Source: an optimization exercise on an open RTL-to-GDS flow (aim: small area, a short achievable clock period and few clock cycles). Production flows keep margins and buffers that such runs may drop. Only simulation tests tie the RTL to the original design; equivalence was not proved.

<file path="flow/config.mk">
export PLATFORM = sky130hd
export DESIGN_NAME = rubik_top
export DESIGN_NICKNAME = rubik_top
export VERILOG_FILES = /design/flow/design.v
export SDC_FILE = /design/flow/constraint.sdc
export NUM_CORES = 4
export LEC_CHECK = 0
export CAP_MARGIN = 20
export CORE_MARGIN = 2
export CORE_UTILIZATION = 40
export SLEW_MARGIN = 20
</file>
<file path="flow/constraint.sdc">
create_clock -name core_clock -period 10.0 [get_ports {clk}]
set_input_delay 2.0000 -clock core_clock [delete_from_list [all_inputs] [get_ports {clk}]]
set_output_delay 2.0000 -clock core_clock [all_outputs]
set_load 0.01 [all_outputs]
</file>
<file path="flow/design.v">
module sel(in0, in1, sel, out);
	input wire [23:0] in0, in1;
	input wire sel;
	output wire [23:0] out;
	assign out = (sel) ? in1:in0;
endmodule
module zf(clk, rst_n, zf_in, zf_out);
	input wire clk, rst_n;
	input wire zf_in;
	output reg zf_out;
always @(posedge clk) begin
	if (!rst_n) begin
		zf_out <= 0;
	end else begin
		zf_out <= zf_in;
	end
end
endmodule
module pc(pc_in, pc_out, rst_n, clk, we, load);
	input rst_n, clk, we, load;  
	input[7:0] pc_in;
	output[7:0] pc_out;
	reg[7:0] pc_out;
	parameter [7:0] HALT_PC = 8'd75;
	always @(posedge clk) begin
		if (!rst_n) begin
			pc_out <= HALT_PC;
		end else if (load) begin
			pc_out <= 0;
		end else begin
			if (we) begin
				pc_out <= pc_in;
			end else begin
				pc_out <= pc_out + 1;
			end
		end
	end
endmodule
module alu(ina, inb, op, zf, out);
	input wire [23:0] ina, inb;
	input wire [3:0] op;
	output reg zf;
	output reg [23:0] out;
 parameter [3:0] RX90  = 4'b0000,
				RX180 = 4'b0001,
			   	RX270 = 4'b0010,
			    RY90  = 4'b0011,
			    RY180 = 4'b0100,
			    RY270 = 4'b0101,
			    RZ90  = 4'b0110,
			    RZ180 = 4'b0111,
			    CHECK = 4'b1000,
			    STORE = 4'b1001,
			    JNZ   = 4'b1010,
			    JMP   = 4'b1011,
			    REFERENCE = 4'b1100,
				ADD		  = 4'b1101,
				COPY	  = 4'b1110,
				COMP	  = 4'b1111;
 parameter [3:0]	FIRST  = 3'b000,
				SECOND = 3'b001,
				THIRD  = 3'b010,
				FOURTH = 3'b011,
				FIFTH  = 3'b100,
				SIXTH  = 3'b101,
				SEVENTH = 3'b110;
parameter ORDER_DIGIT_INC_FLAG = 1'b1,
		  INIT_ROTATION_FLAG = 1'b1;
always @(*) begin
	out <= 0;
	zf <= 0;
	case (op)
	RX90 : begin
		out <= {inb[23:19], inb[6:5], inb[16:15], inb[18:17], inb[12:11], inb[14:13], inb[8:7], inb[10:9], inb[4], inb[2:0], inb[3]};
		zf <= 0;
	end
	RX180 : begin
		out <= {inb[23:19], inb[10:9], inb[16:15], inb[6:5], inb[12:11], inb[18:17], inb[8:7], inb[14:13], inb[4], inb[1:0], inb[3:2]};
		zf <= 0;
	end
	RX270 : begin
		out <= {inb[23:19], inb[14:13], inb[16:15], inb[10:9], inb[12:11], inb[6:5], inb[8:7], inb[18:17], inb[4], inb[0], inb[3:1]};
		zf <= 0;
	end
	RY90 : begin
		out <= {inb[23:22], inb[13:12], inb[19:14], inb[1:0], inb[10:8], inb[11], inb[21:20], inb[5:2], inb[7:6]};
		zf <= 0;
	end
	RY180 : begin
		out <= {inb[23:22], inb[1:0], inb[19:14], inb[7:6], inb[9:8], inb[11:10], inb[13:12], inb[5:2], inb[21:20]};
		zf <= 0;
	end
	RY270 : begin
		out <= {inb[23:22], inb[7:6], inb[19:14], inb[21:20], inb[8], inb[11:9], inb[1:0], inb[5:2], inb[13:12]};
		zf <= 0;
	end
	RZ90 : begin
		out <= {inb[23], inb[11:10], inb[20:18], inb[22:21], inb[12], inb[15:13], inb[0], inb[3], inb[9:4], inb[16], inb[2:1], inb[17]};
		zf <= 0;
	end
	RZ180 : begin
		out <= {inb[23], inb[0], inb[3], inb[20:18], inb[11:10], inb[13:12], inb[15:14], inb[17:16], inb[9:4], inb[21], inb[2:1], inb[22]};
		zf <= 0;
	end
	REFERENCE : begin
		case (inb[23:21])
			FIRST: out <= {inb[2:0], 21'b000_000_000_000_000_000_000};
			SECOND: out <= {inb[5:3], 21'b000_000_000_000_000_000_000};
			THIRD: out <= {inb[8:6], 21'b000_000_000_000_000_000_000};
			FOURTH: out <= {inb[11:9], 21'b000_000_000_000_000_000_000};
			FIFTH: out <= {inb[14:12], 21'b000_000_000_000_000_000_000};
			SIXTH: out <= {inb[17:15], 21'b000_000_000_000_000_000_000};
			SEVENTH: out <= {inb[20:18], 21'b000_000_000_000_000_000_000};
			default: out <= 0;
		endcase
		zf <= 0;
	end
	ADD : begin
		if (ina[20] == ORDER_DIGIT_INC_FLAG) begin
			out <= {ina[23:21], 21'b000_000_000_000_000_000_000}  + inb;
		end else begin
			out <= {3'b000, inb[20:0]} + { 21'b000_000_000_000_000_000_000, ina[23:21]};
		end
		zf <= 0;
	end
	CHECK : begin
		zf <= (ina[23:21] == inb[23:21]) ? 1 : 0;
	end
	COMP : begin
		zf <= (ina == inb) ? 1 : 0;
	end
	COPY : begin
		if (ina[23] == INIT_ROTATION_FLAG) begin
			out <= {4'b0000, inb[20:0]};
		end else begin
			out <= inb;
		end
		zf <= 0;
	end
	STORE : begin
		out <= ina;
		zf <= 0;
	end
	endcase
end
endmodule
module decoder(op, zf, pc_in, pc_we, src0, src1, dst, reg_we, sel1, sel2, data, alu_op, mem_we);
	input wire [15:0] op;
	input wire zf;
	output reg [7:0] pc_in;
	output reg pc_we;
	output reg [3:0] src0, src1, dst;
	output reg reg_we;
	output reg sel1, sel2;
	output reg [23:0] data;
	output reg [3:0] alu_op;
	output reg mem_we;
 parameter [3:0] RX90  = 4'b0000,
				RX180 = 4'b0001,
			   	RX270 = 4'b0010,
			    RY90  = 4'b0011,
			    RY180 = 4'b0100,
			    RY270 = 4'b0101,
			    RZ90  = 4'b0110,
			    RZ180 = 4'b0111,
			    CHECK = 4'b1000,
			    STORE = 4'b1001,
			    JNZ   = 4'b1010,
			    JMP   = 4'b1011,
			    REFERENCE = 4'b1100,
				ADD		  = 4'b1101,
				COPY	  = 4'b1110,
				COMP	  = 4'b1111;
always @(*) begin
	alu_op <= 0; dst <= 0; src1 <= 0; src0 <= 0; pc_in <= 0; pc_we <= 0;
	reg_we <= 0; sel1 <= 0; sel2 <= 0; data <= 0; mem_we <= 0;
	case (op[15:12])
	RX90 : begin
		alu_op  <= op[15:12];
		dst	    <= op[11:8];
		src1	<= op[7:4];
		src0	<= 0;
		pc_in	<= 0;
		pc_we	<= 0;
		reg_we	<= 1;
		sel1	<= 1;
		sel2	<= 0;
		data	<= 0;
		mem_we	<= 0;
	end
	RX180 : begin
		alu_op  <= op[15:12];
		dst	    <= op[11:8];
		src1	<= op[7:4];
		src0	<= 0;
		pc_in	<= 0;
		pc_we	<= 0;
		reg_we	<= 1;
		sel1	<= 0;
		sel2	<= 0;
		data	<= 0;
		mem_we	<= 0;
	end
	RX270 : begin
		alu_op  <= op[15:12];
		dst	    <= op[11:8];
		src1	<= op[7:4];
		src0	<= 0;
		pc_in	<= 0;
		pc_we	<= 0;
		reg_we	<= 1;
		sel1	<= 0;
		sel2	<= 0;
		data	<= 0;
		mem_we	<= 0;
	end
	RY90 : begin
		alu_op  <= op[15:12];
		dst	    <= op[11:8];
		src1	<= op[7:4];
		src0	<= 0;
		pc_in	<= 0;
		pc_we	<= 0;
		reg_we	<= 1;
		sel1	<= 1;
		sel2	<= 0;
		data	<= 0;
		mem_we	<= 0;
	end
	RY180 : begin
		alu_op  <= op[15:12];
		dst	    <= op[11:8];
		src1	<= op[7:4];
		src0	<= 0;
		pc_in	<= 0;
		pc_we	<= 0;
		reg_we	<= 1;
		sel1	<= 1;
		sel2	<= 0;
		data	<= 0;
		mem_we	<= 0;
	end
	RY270 : begin
		alu_op  <= op[15:12];
		dst	    <= op[11:8];
		src1	<= op[7:4];
		src0	<= 0;
		pc_in	<= 0;
		pc_we	<= 0;
		reg_we	<= 1;
		sel1	<= 1;
		sel2	<= 0;
		data	<= 0;
		mem_we	<= 0;
	end
	RZ90 : begin
		alu_op  <= op[15:12];
		dst	    <= op[11:8];
		src1	<= op[7:4];
		src0	<= 0;
		pc_in	<= 0;
		pc_we	<= 0;
		reg_we	<= 1;
		sel1	<= 1;
		sel2	<= 0;
		data	<= 0;
		mem_we	<= 0;
	end
	RZ180 : begin
		alu_op  <= op[15:12];
		dst	    <= op[11:8];
		src1	<= op[7:4];
		src0	<= 0;
		pc_in	<= 0;
		pc_we	<= 0;
		reg_we	<= 1;
		sel1	<= 1;
		sel2	<= 0;
		data	<= 0;
		mem_we	<= 0;
	end
	REFERENCE : begin
		alu_op <= op[15:12];
		dst    <= op[11:8];
		src1   <= op[7:4];
		src0   <= 0;
		pc_in  <= 0;
		pc_we  <= 0;
		reg_we <= 1;
		sel1   <= 0;
		sel2   <= 0;
		data   <= 0;
		mem_we <= 0;
	end
	ADD: begin
		alu_op  <= op[15:12];
		dst		<= op[11:8];
		src1    <= op[7:4];
		src0    <= 0;
		pc_in   <= 0;
		pc_we   <= 0;
		reg_we  <= 1;
		sel1 	<= 0;
		sel2   	<= 0;
		data    <= {op[3:0], 20'b0000_0000_0000_0000_0000}; mem_we  <= 0;
	end
	CHECK : begin
		alu_op  <= op[15:12];
		dst		<= 0;
		src1    <= op[11:8];
		src0    <= 0;
		pc_in   <= 0;
		pc_we   <= zf;
		reg_we  <= 0;
		sel1 	<= 0;
		sel2   	<= 0;
		data    <= {op[7:0], 16'b0000_0000_0000_0000};
		mem_we  <= 0;
	end
	COMP : begin
		alu_op  <= op[15:12];
		dst		<= 0;
		src1    <= op[7:4];
		src0    <= op[3:0];
		pc_in   <= 0;
		pc_we   <= zf;
		reg_we  <= 0;
		sel1 	<= 1;
		sel2   	<= 0;
		data    <= 0;
		mem_we  <= 0;
	end
	COPY : begin
		alu_op	<= op[15:12];
		dst 	<= op[11:8];
		src1	<= op[7:4];
		src0	<= 0;
		pc_in	<= 0;
		pc_we	<= 0;
		reg_we	<= 1;
		sel1	<= 0;
		sel2	<= 0;
		data	<= op[3:0];
		mem_we	<= 0;
	end 
	JMP: begin
		alu_op  <= 0;
		dst		<= 0;
		src1    <= 0;
		src0    <= 0;
		pc_in   <= op[7:0];
		pc_we   <= 1;
		reg_we  <= 0;
		sel1 	<= 0;
		sel2   	<= 0;
		data    <= 0;
		mem_we  <= 0;
	end
	JNZ : begin
		alu_op  <= 0;
		dst		<= 0;
		src1    <= 0;
		src0    <= 0;
		pc_in   <= op[7:0];
		pc_we   <= zf;
		reg_we  <= 0;
		sel1 	<= 0;
		sel2   	<= 0;
		data    <= 0;
		mem_we 	<= 0;
	end
	 STORE : begin
		alu_op  <= op[15:12];
		dst		<= 0;
		src1    <= op[11:8];
		src0    <= op[7:4];
		pc_in   <= 0;
		pc_we   <= 0;
		reg_we  <= 0;
		sel1 	<= 1;
		sel2   	<= 0;
		data    <= 0;
		mem_we  <= 1;
	end
	default : begin
		pc_we <= 0;
	end
	endcase
end
endmodule
module imem(pc, op);
	input wire [7:0] pc;
	output reg [15:0] op;
 parameter [3:0] RX90  = 4'b0000,
				RX180 = 4'b0001,
			   	RX270 = 4'b0010,
			    RY90  = 4'b0011,
			    RY180 = 4'b0100,
			    RY270 = 4'b0101,
			    RZ90  = 4'b0110,
			    RZ180 = 4'b0111,
			    CHECK = 4'b1000,
			    STORE = 4'b1001,
			    JNZ   = 4'b1010,
			    JMP   = 4'b1011,
			    REFERENCE = 4'b1100,
				ADD		  = 4'b1101,
				COPY	  = 4'b1110,
				COMP	  = 4'b1111;
 parameter [2:0] X90  = 3'b000,
		  		X180 = 3'b001,
		  		X270 = 3'b010,
		  		Y90  = 3'b011,
	      		Y180 = 3'b100,
		  		Y270 = 3'b101,
		  		Z90  = 3'b110,
		  		Z180 = 3'b111;
 parameter [4:0]	BLUE_ADDR	 		= 4'b0000,
				WHITE_ADDR 			= 4'b0001,
				RED_ADDR	 		= 4'b0010,
				TMP_BLUE_ADDR 		= 4'b0011,
				TMP_WHITE_ADDR 		= 4'b0100,
				TMP_RED_ADDR 		= 4'b0101,
				ORDER1_ADDR 		= 4'b0110,
				ORDER2_ADDR 		= 4'b0111,
				TMP_ORDER_ADDR 		= 4'b1000,
				IDEAL_BLUE_ADDR		= 4'b1001,
				IDEAL_WHITE_ADDR	= 4'b1010,
				IDEAL_RED_ADDR		= 4'b1011;
 parameter [3:0]	FIRST  = 3'b000,
				SECOND = 3'b001,
				THIRD  = 3'b010,
				FOURTH = 3'b011,
				FIFTH  = 3'b100,
				SIXTH  = 3'b101,
				SEVENTH = 3'b110;
parameter INIT_ROTATION_FLAG = 1'b1,
		  ORDER_DIGIT_INC_FLAG	 = 1'b1,
		  SEQUENCE_INC_FLAG		 = 1'b0;
parameter [2:0]	INC_NUM = 3'b001;
parameter [3:0]	BLUE_MEM_ADDR	= 4'b0000,
				WHITE_MEM_ADDR	= 4'b0001,
				RED_MEM_ADDR	= 4'b0010;
parameter [7:0] TO_INIT 		  = 0,
				TO_READING_ORDER  = 4,
				TO_MAKE_SEQUENCE  = 9,
				TO_CHECK_ROTATION = 12,
				TO_RX90			  = 28,
				TO_RX180		  = 32,
				TO_RX270		  = 36,
				TO_RY90			  = 40,
				TO_RY180		  = 44,
				TO_RY270		  = 48,
				TO_RZ90			  = 52,
				TO_RZ180		  = 56,
				TO_BLUE_CHECK	  = 60,
				TO_WHITE_CHECK	  = 63,
				TO_RED_CHECK	  = 66,
				TO_OVERWRITE_STATE = 69,
				TO_FIN			   = 75;
always @(pc) begin
	op <= {JMP, 4'b0000, TO_FIN};
	case (pc)
	0: begin
		op[15:12]	<= COPY;
		op[11:8]	<= TMP_BLUE_ADDR;
		op[7:4]		<= BLUE_ADDR;
		op[3:0]		<= 4'b0000;
	end
	1: begin
		op[15:12]	<= COPY;
		op[11:8]	<= TMP_WHITE_ADDR;
		op[7:4]		<= WHITE_ADDR;
		op[3:0]		<= 4'b0000;
	end
	2: begin
		op[15:12]	<= COPY;
		op[11:8]	<= TMP_RED_ADDR;
		op[7:4]		<= RED_ADDR;
		op[3:0]		<= 4'b0000;
	end
	3: begin
		op[15:12]	<= JMP;
		op[11:8]	<= 4'b0000;
		op[7:0]		<= TO_BLUE_CHECK;
	end
	4: begin
		op[15:12]	<= CHECK;
		op[11:8]    <= ORDER1_ADDR;
		op[7:0]		<= {SEVENTH, 5'b00000};
	end
	5: begin
		op[15:12]	<= JNZ;
		op[11:8] 	<= 4'b0000;
		op[7:0]		<= TO_MAKE_SEQUENCE; 
	end
	6: begin
		op[15:12] <= REFERENCE;
		op[11:8]  <= TMP_ORDER_ADDR;
		op[7:4]   <= ORDER1_ADDR;
		op[3:0]   <= 4'b0000;
	end
	7: begin
		op[15:12] <= ADD;
		op[11:8]  <= ORDER1_ADDR;
		op[7:4]   <= ORDER1_ADDR;
		op[3:0]   <= {INC_NUM, ORDER_DIGIT_INC_FLAG};
	end
	8: begin
		op[15:12]	<= JMP;
		op[11:8]	<= 4'b0000;
		op[7:0]		<= TO_CHECK_ROTATION;
	end
	9: begin
		op[15:12]	<= ADD;
		op[11:8]	<= ORDER1_ADDR;
		op[7:4]		<= ORDER1_ADDR;
		op[3:0]		<= {INC_NUM, SEQUENCE_INC_FLAG};
	end
	10 : begin
		op[15:12]	<= COPY;
		op[11:8]	<= ORDER1_ADDR;
		op[7:4]		<= ORDER1_ADDR;
		op[3:0]		<= {INIT_ROTATION_FLAG, 3'b000};
	end
	11	: begin
		op[15:12]	<= JMP;
		op[11:8]	<= 4'b0000;
		op[7:0]		<= TO_INIT;
	end
	12: begin
		op[15:12]  <= CHECK;
		op[11:8]   <= TMP_ORDER_ADDR;
		op[7:0]    <= {X90, 5'b00000};
	end
	13: begin
		op[15:12]  <= JNZ;
		op[11:8]   <= 4'b0000;
		op[7:0]    <= TO_RX90;
	end
	14: begin
		op[15:12]  <= CHECK;
		op[11:8]   <= TMP_ORDER_ADDR;
		op[7:0]    <= {X180, 5'b00000};
	end
	15: begin
		op[15:12]  <= JNZ;
		op[11:8]   <= 4'b0000; 
		op[7:0]    <= TO_RX180;
	end
	16: begin
		op[15:12]  <= CHECK;
		op[11:8]   <= TMP_ORDER_ADDR;
		op[7:0]    <= {X270, 5'b00000};
	end
	17: begin
		op[15:12]  <= JNZ;
		op[11:8]   <= 4'b0000;
		op[7:0]    <= TO_RX270;
	end
	18: begin
		op[15:12]  <= CHECK;
		op[11:8]   <= TMP_ORDER_ADDR;
		op[7:0]    <= {Y90, 5'b00000};
	end
	19: begin
		op[15:12]  <= JNZ;
		op[11:8]   <= 4'b0000;
		op[7:0]    <= TO_RY90;
	end
	20: begin
		op[15:12]  <= CHECK;
		op[11:8]   <= TMP_ORDER_ADDR;
		op[7:0]    <= {Y180, 5'b00000};
	end
	21: begin
		op[15:12]  <= JNZ;
		op[11:8]   <= 4'b0000;
		op[7:0]    <= TO_RY180;
	end
	22: begin
		op[15:12]  <= CHECK;
		op[11:8]   <= TMP_ORDER_ADDR;
		op[7:0]    <= {Y270, 5'b00000};
	end
	23: begin
		op[15:12]  <= JNZ;
		op[11:8]   <= 4'b0000;
		op[7:0]    <= TO_RY270;
	end
	24: begin
		op[15:12]  <= CHECK;
		op[11:8]   <= TMP_ORDER_ADDR;
		op[7:0]    <= {Z90, 5'b00000};
	end
	25: begin
		op[15:12]  <= JNZ;
		op[11:8]   <= 4'b0000;
		op[7:0]    <= TO_RZ90;
	end
	26: begin
		op[15:12]  <= CHECK;
		op[11:8]   <= TMP_ORDER_ADDR;
		op[7:0]    <= {Z180, 5'b00000};
	end
	27: begin
		op[15:12]  <= JNZ;
		op[11:8]   <= 4'b0000;
		op[7:0]    <= TO_RZ180;
	end
	28: begin
		op[15:12] <= RX90;
		op[11:8]  <= TMP_BLUE_ADDR;
		op[7:4]   <= TMP_BLUE_ADDR;
		op[3:0]   <= 4'b0000;
	end
	29 : begin
		op[15:12] <= RX90;
		op[11:8]  <= TMP_WHITE_ADDR;
		op[7:4]   <= TMP_WHITE_ADDR;
		op[3:0]	  <= 4'b0000;
	end
	30 : begin
		op[15:12] <= RX90;
		op[11:8]  <= TMP_RED_ADDR;
		op[7:4]   <= TMP_RED_ADDR;
		op[3:0]	  <= 4'b0000;
	end
	31 : begin
		op[15:12] <= JMP;
		op[11:8]  <= 4'b0000;
		op[7:0]   <= TO_BLUE_CHECK;
	end
	32: begin
		op[15:12] <= RX180;
		op[11:8]  <= TMP_BLUE_ADDR;
		op[7:4]   <= TMP_BLUE_ADDR;
		op[3:0]   <= 4'b0000;
	end
	33 : begin
		op[15:12] <= RX180;
		op[11:8]  <= TMP_WHITE_ADDR;
		op[7:4]   <= TMP_WHITE_ADDR;
		op[3:0]	  <= 4'b0000;
	end
	34 : begin
		op[15:12] <= RX180;
		op[11:8]  <= TMP_RED_ADDR;
		op[7:4]   <= TMP_RED_ADDR;
		op[3:0]	  <= 4'b0000;
	end
	35 : begin
		op[15:12] <= JMP;
		op[11:8]  <= 4'b0000;
		op[7:0]   <= TO_BLUE_CHECK;
	end
	36: begin
		op[15:12] <= RX270;
		op[11:8]  <= TMP_BLUE_ADDR;
		op[7:4]   <= TMP_BLUE_ADDR;
		op[3:0]   <= 4'b0000;
	end
	37 : begin
		op[15:12] <= RX270;
		op[11:8]  <= TMP_WHITE_ADDR;
		op[7:4]   <= TMP_WHITE_ADDR;
		op[3:0]	  <= 4'b0000;
	end
	38 : begin
		op[15:12] <= RX270;
		op[11:8]  <= TMP_RED_ADDR;
		op[7:4]   <= TMP_RED_ADDR;
		op[3:0]	  <= 4'b0000;
	end
	39 : begin
		op[15:12] <= JMP;
		op[11:8]  <= 4'b0000;
		op[7:0]   <= TO_BLUE_CHECK;
	end
	40: begin
		op[15:12] <= RY90;
		op[11:8]  <= TMP_BLUE_ADDR;
		op[7:4]   <= TMP_BLUE_ADDR;
		op[3:0]   <= 4'b0000;
	end
	41 : begin
		op[15:12] <= RY90;
		op[11:8]  <= TMP_WHITE_ADDR;
		op[7:4]   <= TMP_WHITE_ADDR;
		op[3:0]	  <= 4'b0000;
	end
	42 : begin
		op[15:12] <= RY90;
		op[11:8]  <= TMP_RED_ADDR;
		op[7:4]   <= TMP_RED_ADDR;
		op[3:0]	  <= 4'b0000;
	end
	43 : begin
		op[15:12] <= JMP;
		op[11:8]  <= 4'b0000;
		op[7:0]   <= TO_BLUE_CHECK;
	end
	44: begin
		op[15:12] <= RY180;
		op[11:8]  <= TMP_BLUE_ADDR;
		op[7:4]   <= TMP_BLUE_ADDR;
		op[3:0]   <= 4'b0000;
	end
	45 : begin
		op[15:12] <= RY180;
		op[11:8]  <= TMP_WHITE_ADDR;
		op[7:4]   <= TMP_WHITE_ADDR;
		op[3:0]	  <= 4'b0000;
	end
	46 : begin
		op[15:12] <= RY180;
		op[11:8]  <= TMP_RED_ADDR;
		op[7:4]   <= TMP_RED_ADDR;
		op[3:0]	  <= 4'b0000;
	end
	47 : begin
		op[15:12] <= JMP;
		op[11:8]  <= 4'b0000;
		op[7:0]   <= TO_BLUE_CHECK;
	end
	48: begin
		op[15:12] <= RY270;
		op[11:8]  <= TMP_BLUE_ADDR;
		op[7:4]   <= TMP_BLUE_ADDR;
		op[3:0]   <= 4'b0000;
	end
	49 : begin
		op[15:12] <= RY270;
		op[11:8]  <= TMP_WHITE_ADDR;
		op[7:4]   <= TMP_WHITE_ADDR;
		op[3:0]	  <= 4'b0000;
	end
	50 : begin
		op[15:12] <= RY270;
		op[11:8]  <= TMP_RED_ADDR;
		op[7:4]   <= TMP_RED_ADDR;
		op[3:0]	  <= 4'b0000;
	end
	51 : begin
		op[15:12] <= JMP;
		op[11:8]  <= 4'b0000;
		op[7:0]   <= TO_BLUE_CHECK;
	end
	52: begin
		op[15:12] <= RZ90;
		op[11:8]  <= TMP_BLUE_ADDR;
		op[7:4]   <= TMP_BLUE_ADDR;
		op[3:0]   <= 4'b0000;
	end
	53 : begin
		op[15:12] <= RZ90;
		op[11:8]  <= TMP_WHITE_ADDR;
		op[7:4]   <= TMP_WHITE_ADDR;
		op[3:0]	  <= 4'b0000;
	end
	54 : begin
		op[15:12] <= RZ90;
		op[11:8]  <= TMP_RED_ADDR;
		op[7:4]   <= TMP_RED_ADDR;
		op[3:0]	  <= 4'b0000;
	end
	55: begin
		op[15:12] <= JMP;
		op[11:8]  <= 4'b0000;
		op[7:0]   <= TO_BLUE_CHECK;
	end
	56: begin
		op[15:12] <= RZ180;
		op[11:8]  <= TMP_BLUE_ADDR;
		op[7:4]   <= TMP_BLUE_ADDR;
		op[3:0]   <= 4'b0000;
	end
	57 : begin
		op[15:12] <= RZ180;
		op[11:8]  <= TMP_WHITE_ADDR;
		op[7:4]   <= TMP_WHITE_ADDR;
		op[3:0]	  <= 4'b0000;
	end
	58 : begin
		op[15:12] <= RZ180;
		op[11:8]  <= TMP_RED_ADDR;
		op[7:4]   <= TMP_RED_ADDR;
		op[3:0]	  <= 4'b0000;
	end
	59 : begin
		op[15:12] <= JMP;
		op[11:8]  <= 4'b0000;
		op[7:0]   <= TO_BLUE_CHECK;
	end
	60 : begin
		op[15:12]	<= COMP;
		op[11:8]	<= 4'b0000;
		op[7:4]		<= TMP_BLUE_ADDR;
		op[3:0]		<= IDEAL_BLUE_ADDR;
	end
	61 : begin
		op[15:12]	<= JNZ;
		op[11:8]	<= 4'b0000;
		op[7:0]		<= TO_WHITE_CHECK;
	end
	62: begin
		op[15:12]	<= JMP;
		op[11:8]	<= 4'b0000;
		op[7:0]		<= TO_READING_ORDER;
	end
	63 : begin
		op[15:12]	<= COMP;
		op[11:8]	<= 4'b0000;
		op[7:4]		<= TMP_WHITE_ADDR;
		op[3:0]		<= IDEAL_WHITE_ADDR;
	end
	64 : begin
		op[15:12]	<= JNZ;
		op[11:8]	<= 4'b0000;
		op[7:0]		<= TO_RED_CHECK;
	end
	65 : begin
		op[15:12]	<= JMP;
		op[11:8]	<= 4'b0000;
		op[7:0]		<= TO_READING_ORDER;
	end
	66 : begin
		op[15:12]	<= COMP;
		op[11:8]	<= 4'b0000;
		op[7:4]		<= TMP_RED_ADDR;
		op[3:0]		<= IDEAL_RED_ADDR;
	end
	67 : begin
		op[15:12]	<= JNZ;
		op[11:8]	<= 4'b0000;
		op[7:0]		<= TO_OVERWRITE_STATE;
	end
	68 : begin
		op[15:12]	<= JMP;
		op[11:8]	<= 4'b0000;
		op[7:0]		<= TO_READING_ORDER;
	end
	69 : begin
		op[15:12]	<= COPY;
		op[11:8]	<= BLUE_ADDR;
		op[7:4]		<= TMP_BLUE_ADDR;
		op[3:0]		<= 4'b0000;
	end
	70 : begin
		op[15:12]	<= COPY;
		op[11:8]	<= WHITE_ADDR;
		op[7:4]		<= TMP_WHITE_ADDR;
		op[3:0]		<= 4'b0000;
	end
	71 : begin
		op[15:12]	<= COPY;
		op[11:8]	<= RED_ADDR;
		op[7:4]		<= TMP_RED_ADDR;
		op[3:0]		<= 4'b0000;
	end
	72 : begin
		op[15:12]	<= STORE;
		op[11:8]	<= BLUE_ADDR;
		op[7:4]		<= BLUE_MEM_ADDR;
		op[3:0]		<= 4'b0000;
	end
	73 : begin
		op[15:12]	<= STORE;
		op[11:8]	<= WHITE_ADDR;
		op[7:4]		<= WHITE_MEM_ADDR;
		op[3:0]		<= 4'b0000;
	end
	74 : begin
		op[15:12]	<= STORE;
		op[11:8]	<= RED_ADDR;
		op[7:4]		<= RED_MEM_ADDR;
		op[3:0]		<= 4'b0000;
	end 
	75: begin
		op[15:12]	<= JMP;
		op[11:8]	<= 4'b0000;
		op[7:0]		<= TO_FIN;
	end
	endcase
end 
endmodule
module register(src0, src1, dst, we, data, clk, rst_n, data0, data1, load, init_blue, init_white, init_red, order1);
	input wire clk, rst_n, we;
	input wire [3:0] src0, src1;
	input wire [3:0] dst;
	input wire [23:0] data;
	output wire [23:0] data0, data1;
	input wire load;
	input wire [23:0] init_blue, init_white, init_red;
	output wire [23:0] order1;
	wire [23:0] reg0, reg1, reg2, reg3, reg4, reg5, reg6, reg7, reg8, reg9, reg10, reg11;
	reg [23:0] regis [15:0];  
	parameter [23:0] BLUE = 24'b1000_0000_0000_0000_1100_0001,
					WHITE = 24'b0000_1000_0001_0100_0000_1000,
					RED   = 24'b0001_0011_0010_0000_0000_0000,
					ORDER1 = 24'b0000_0000_0000_0000_0000_0000,
					ORDER2 = 24'b0000_0000_0000_0000_0000_0000,
					IDEAL_BLUE = 24'b1111_0000_0000_0000_0000_0000,
					IDEAL_WHITE = 24'b0000_1111_0000_0000_0000_0000,
					IDEAL_RED = 24'b0000_0000_1111_0000_0000_0000;
always @(posedge clk) begin
if (!rst_n) begin
		regis[0] <= BLUE;
		regis[1] <= WHITE;
		regis[2] <= RED;
		regis[3] <= 0;
		regis[4] <= 0;
		regis[5] <= 0;
		regis[6] <= ORDER1;
		regis[7] <= ORDER2;
		regis[8] <= 0;
		regis[9]  <= IDEAL_BLUE;
		regis[10] <= IDEAL_WHITE;
		regis[11] <= IDEAL_RED;
		regis[12] <= 0;
		regis[13] <= 0;
		regis[14] <= 0;
		regis[15] <= 0;
	end else if (load) begin
		regis[0] <= init_blue;
		regis[1] <= init_white;
		regis[2] <= init_red;
		regis[6] <= ORDER1;
	end else begin
		if (we) begin
			regis[dst] <= data;
		end else begin
			regis[dst] <= regis[dst];
		end
	end
end
assign data0 = regis[src0];
assign data1 = regis[src1];
assign order1 = regis[6];
assign reg0 = regis[0];
assign reg1 = regis[1];
assign reg2 = regis[2];
assign reg3 = regis[3]; assign reg4 = regis[4]; assign reg5 = regis[5]; assign reg6 = regis[6];
assign reg7 = regis[7];
assign reg8 = regis[8];
assign reg9 = regis[9];
assign reg10 = regis[10];
assign reg11 = regis[11];
endmodule
module rubik_top(clk, rst_n, start, init_blue, init_white, init_red, busy, done, result);
	input wire clk, rst_n;
	input wire start;
	input wire [23:0] init_blue, init_white, init_red;
	output wire busy, done;
	output wire [23:0] result;
	wire pc_we, reg_we, mem_we;
	wire [7:0] pc_in, pc_out;
	wire [15:0] op;
	wire [3:0] dst;
	wire [3:0] src0, src1;
	wire [23:0] dec_data;
	wire [3:0] alu_op;
	wire [23:0] alu_out;
	wire zf, zf_out;
	wire sel1, sel2;
	wire [23:0] sel1_out, sel2_out;
	wire [23:0] reg_data0, reg_data1, order1;
	wire [23:0] mem_data;
	wire halted, load;
	reg valid;
	parameter [7:0] HALT_PC = 8'd75;
assign halted = (pc_out == HALT_PC);
assign load = start & halted;
assign busy = ~halted;
assign done = halted & valid;
assign result = order1;
always @(posedge clk) begin
	if (!rst_n) begin
		valid <= 1'b0;
	end else if (load) begin
		valid <= 1'b1;
	end
end
assign mem_data = 24'd0;
sel s1(.in0(dec_data), .in1(reg_data0), .sel(sel1), .out(sel1_out));
sel s2(.in0(alu_out), .in1(mem_data), .sel(sel2), .out(sel2_out));
register r0(.src0(src0), .src1(src1), .dst(dst), .we(reg_we), .data(sel2_out), .clk(clk), .rst_n(rst_n), .data0(reg_data0), .data1(reg_data1),
	.load(load), .init_blue(init_blue), .init_white(init_white), .init_red(init_red), .order1(order1));
alu a0(.ina(sel1_out), .inb(reg_data1), .op(alu_op), .zf(zf), .out(alu_out));
pc pc0(.pc_in(pc_in), .pc_out(pc_out), .rst_n(rst_n), .clk(clk), .we(pc_we), .load(load));
imem imem0(.pc(pc_out), .op(op));
zf zf0(.clk(clk), .rst_n(rst_n), .zf_in(zf), .zf_out(zf_out));
decoder dec1(.op(op), .zf(zf_out), .pc_in(pc_in), .pc_we(pc_we), .src0(src0), .src1(src1), .dst(dst), .reg_we(reg_we), .sel1(sel1), .sel2(sel2), .data(dec_data), .alu_op(alu_op), .mem_we(mem_we));
endmodule
parameter [3:0] RX90  = 4'b0000,
				RX180 = 4'b0001,
			   	RX270 = 4'b0010,
			    RY90  = 4'b0011,
			    RY180 = 4'b0100,
			    RY270 = 4'b0101,
			    RZ90  = 4'b0110,
			    RZ180 = 4'b0111,
			    CHECK = 4'b1000,
			    STORE = 4'b1001,
			    JNZ   = 4'b1010,
			    JMP   = 4'b1011,
			    REFERENCE = 4'b1100,
				ADD		  = 4'b1101,
				COPY	  = 4'b1110,
				COMP	  = 4'b1111;
parameter [4:0]	BLUE_ADDR	 		= 4'b0000,
				WHITE_ADDR 			= 4'b0001,
				RED_ADDR	 		= 4'b0010,
				TMP_BLUE_ADDR 		= 4'b0011,
				TMP_WHITE_ADDR 		= 4'b0100,
				TMP_RED_ADDR 		= 4'b0101,
				ORDER1_ADDR 		= 4'b0110,
				ORDER2_ADDR 		= 4'b0111,
				TMP_ORDER_ADDR 		= 4'b1000,
				IDEAL_BLUE_ADDR		= 4'b1001,
				IDEAL_WHITE_ADDR	= 4'b1010,
				IDEAL_RED_ADDR		= 4'b1011;
parameter [3:0]	FIRST  = 3'b000,
				SECOND = 3'b001,
				THIRD  = 3'b010,
				FOURTH = 3'b011,
				FIFTH  = 3'b100,
				SIXTH  = 3'b101,
				SEVENTH = 3'b110;
parameter [2:0] X90  = 3'b000,
		  		X180 = 3'b001,
		  		X270 = 3'b010,
		  		Y90  = 3'b011,
	      		Y180 = 3'b100,
		  		Y270 = 3'b101,
		  		Z90  = 3'b110,
		  		Z180 = 3'b111;
</file>
<file path="flow/run.sh">
#!/bin/bash
# synth_recipe.tcl (not shown) runs the flow's synth.tcl, then flattens the netlist and writes it again
# the make line also repeats each setting of config.mk as NAME=value (left out here)
make -C /OpenROAD-flow-scripts/flow DESIGN_CONFIG=/design/flow/config.mk WORK_HOME=/design/flow/orfs CLKGATE_MAP_FILE= SYNTH_SCRIPT=/design/flow/synth_recipe.tcl finish
</file>
==> flow_summary_export.csv <==
group,metric,value,unit
setup_path,max_stage_delay,870,ps
clock_tree,numCtsBuffers,46,
synthesis,synth_edf_count,384,
setup_path,crit_path_cell_trace,"nand4bb_1 > nor2_1 > a22oi_1 > and4_4 > a211oi_4 > nor2_1 > nor2_4 > buf_4 > a211oi_1 > o21ai_0 > and3_1 > xor2_1 > ha_1 > a41oi_1 > nand2_1 > nand4_1 > mux2_2 > a21oi_4 > a21oi_1",
sta,clock_skew,36.2,ps
floorplanning,start_util,40.3,%
clock_tree,clk_root_buffer_cell,"clkbuf_16",
route,ant_nets,0,
global_route,grt_overflow,0,
placed_design,hpwl,76700,µm
clock_tree,cts.sinks,394,
global_route,grt_max_degree,102,
setup_path,crit_slowest_cell,"a211oi_4",
route,drtIter0Drc,3949,
placed_design,gp_congestion,1.04,
clock_tree,cts_resized,0,
route,drc,0,
synthesis,yosysTopAreaCell,"edfxtp_1",
placed_design,pre_cts_slack,2190,ps
setup_path,critical_path.startpoint_type,"flip-flop",
global_route,grt_first_pass_wirelength,159000,µm
synthesis,synth_top_area_share,46.7,%
route,routed_via_density,6.61,
setup_path,path_max_fanout,52,
sta,fmax,0.122,GHz
clock_tree,h-tree-depth,2,
sta,tns,0,ps
synthesis,synth_cell_type_count,124,
synthesis,synth_seq_cells,394,
synthesis,synth_most_common_cell,"nand2_1",
clock_tree,post_cts_buffers,0,
synthesis,async_flop_share,0,%
placed_design,port_buffers,100,
setup_path,worstPathRequired,10280,ps
floorplanning,coreArea,0.0614,mm²
synthesis,syn_inst,2445,
sta,finalSetupViolCount,0,
global_route,track_usage,34.8,%
setup_path,end_kind,"flip-flop",
finish,seqCellArea,0.0117,mm²
run,cap_viol_max_count,0,
route,wl_per_cell,32.6,µm
clock_tree,cts_tree,"done",
synthesis,avgSynthCellArea,10.1,µm²
setup_path,crit_top_cell,"nor2_1",
floorplanning,die_h,253,µm
sta,setup_ws,1830,ps
finish,syn2layout_area_growth,15.6,%
floorplanning,ios,101,
route,dr.pass1.iters,8,
clock_tree,clk_pin_slew,70,ps
sta,tightestPinTransition,1130,ps
setup_path,crit_type,"flip-flop to flip-flop",
setup_path,reg2reg_slack,1830,ps
floorplanning,fp.dieArea,0.0638,mm²
synthesis,netlist_area,0.0247,mm²
sta,final-hold-violation-count,0,
sta,finalCriticalPeriod,8170,ps
synthesis,synth_top_flop_cell,"edfxtp_1",
floorplanning,die_x,253,µm
global_route,grt_pass1_vias,21900,
sta,final.period_utilization,81.7,%
synthesis,synth.area.top_cells,"edfxtp_1 (47%), nand2_1 (7.0%), mux4_2 (4.4%)",
sta,final-max-slew-violation-count,0,
synthesis,synth_seq_area_share,47.5,%
finish,final_util,46.6,%
clock_tree,clockBufferDepth,3,
finish,nNetsFinal,2706,
sta,rsz0062_at_grt,"false",
synthesis,yosysWarnings,7,
global_route,antenna_found_initial,3,
clock_tree,clock_latency,630,ps
sta,relSlewSlack,24.8,%
hold_path,hp-class,"flip-flop to flip-flop",
finish,multiInputGateArea,0.0125,mm²
finish,nFillCells,5725,
setup_path,critical_path_arrival,8450,ps
synthesis,synth_commonest_cells,"nand2_1 (461), edfxtp_1 (384), nor2_1 (226)",
floorplanning,std_cell_rows,91,
run_status,outcome,"timing/DRC/antenna clean",
finish,final_layout_size_suffix_gt1_share,12.5,%
route,routed-via-count,22800,
route,routed_wl,112000,µm
clock_tree,hold_buffers,0,
## metal layers
layer / vias to the layer above / part of all wire (%) / global-route usage (%) / routed length (µm)
met1: 11100 / 36 / 43.5 / 41000
met2: 1712 / 44 / 52.9 / 49100
met5: - / 0.018 / 0 / 20
met3: 471 / 11 / 7.25 / 12100
li1: 9444 / - / - / -
met4: 4 / 9.1 / 26.2 / 10300
## per-stage QoR
step / cell area [µm²] / hold slack [ps] / std cells
finish: 28600 / 483 / 3447
global route: 28600 / 525 / 3446
CTS: 28600 / 492 / 3445
detailed placement: 27000 / 474 / 3361
global placement: 27000 / 465 / 3361
floorplan: 25200 / 432 / 2587
## cell type report
class / count / share of cell area [%]
Multi-Input combinational cell: 1969 / 43.6
Sequential cell: 394 / 41.1
Timing Repair Buffer: 182 / 5.89
Clock buffer: 53 / 4.12
Tap cell: 790 / 3.46
Clock inverter: 31 / 1.47
Inverter: 27 / 0.355
Antenna cell: 1 / 0.00876
## cells by family after synthesis
family | synth area share, %
and+or+nand+nor | 20.3
AOI/OAI and AO/OA | 17.1
DFF | 47.5
buffers and inverters | 4.61
muxes | 8.33
xor gates and xnor gates | 1.63
adders and majority gates | 0.587
other | 0.0304
## sequential cells by signal, indices dropped and copies added, names as in the netlist
register and cells:
pc0.pc_out 8, r0.regis 384, valid 1, zf0.zf_out 1
## final timing paths
| check | start | to | cells after the start |
|---|---|---|---|
| max | pc0.pc_out[7]$_SDFF_PP0_ | r0.regis[2][20]$_DFFE_PP_ | 19 |
| min | valid$_SDFFE_PN0P_ | valid$_SDFFE_PN0P_ | 2 |
| max reg2reg | pc0.pc_out[7]$_SDFF_PP0_ | r0.regis[2][20]$_DFFE_PP_ | 19 |
| min reg2reg | valid$_SDFFE_PN0P_ | valid$_SDFFE_PN0P_ | 2 |
## worst max-delay path, delay by kind of cell (launching register included)
family,cells,cell delay (ps)
DFF,1,550
adders and majority gates,1,180
and+or+nand+nor,8,3130
buffers and inverters,1,600
muxes,1,390
xor gates and xnor gates,1,110
AOI/OAI and AO/OA,7,2860
## layout by cell type, fill, tap and decap left out, types with 12 or more instances in the layout
cell and n:
nand2_1 450, edfxtp_1 384, nor2_1 224, conb_1 144, nand3_1 117, o21ai_0 100, clkdlybuf4s50_1 100, buf_4 76
mux2i_1 68, a21oi_1 62, and3_1 48, mux4_2 48, nor2b_1 46, clkbuf_16 46, a31oi_1 44, a211oi_1 37
nor3_1 32, nand4_1 32, xnor2_1 32, a22o_1 29, inv_1 26, mux2_2 24, a222oi_1 24, a22oi_1 22
o211ai_1 22, a311oi_1 18, xor2_1 14, nand2b_1 12, nand2_2 12
Testbench counts, summed over its fixed seeds: cycles 4,475,220.

[re-timing with driven ports]
In the flow no input, the clock included, has a driving cell. The finished layout below was timed again as built, in two steps. Step 1, drivers: a clkbuf_16 drives clk and a buf_2 each remaining input, both assumed. Step 2 also shifts input and output timing later by t, the mid clock arrival at the registers, as if the neighbouring blocks saw the same clock. Three values: ideal, step 1, step 2; two values: the first two.
t, ns: 0.673
setup slack, ns: 1.826 / 1.826 / 1.826
worst hold slack (ns): 0.483 / 0.483 / 0.483
After both steps this run still meets setup and hold. For this run, drivers alone change the setup slack by 0.000 ns; drivers and shift together by 0.000 ns.
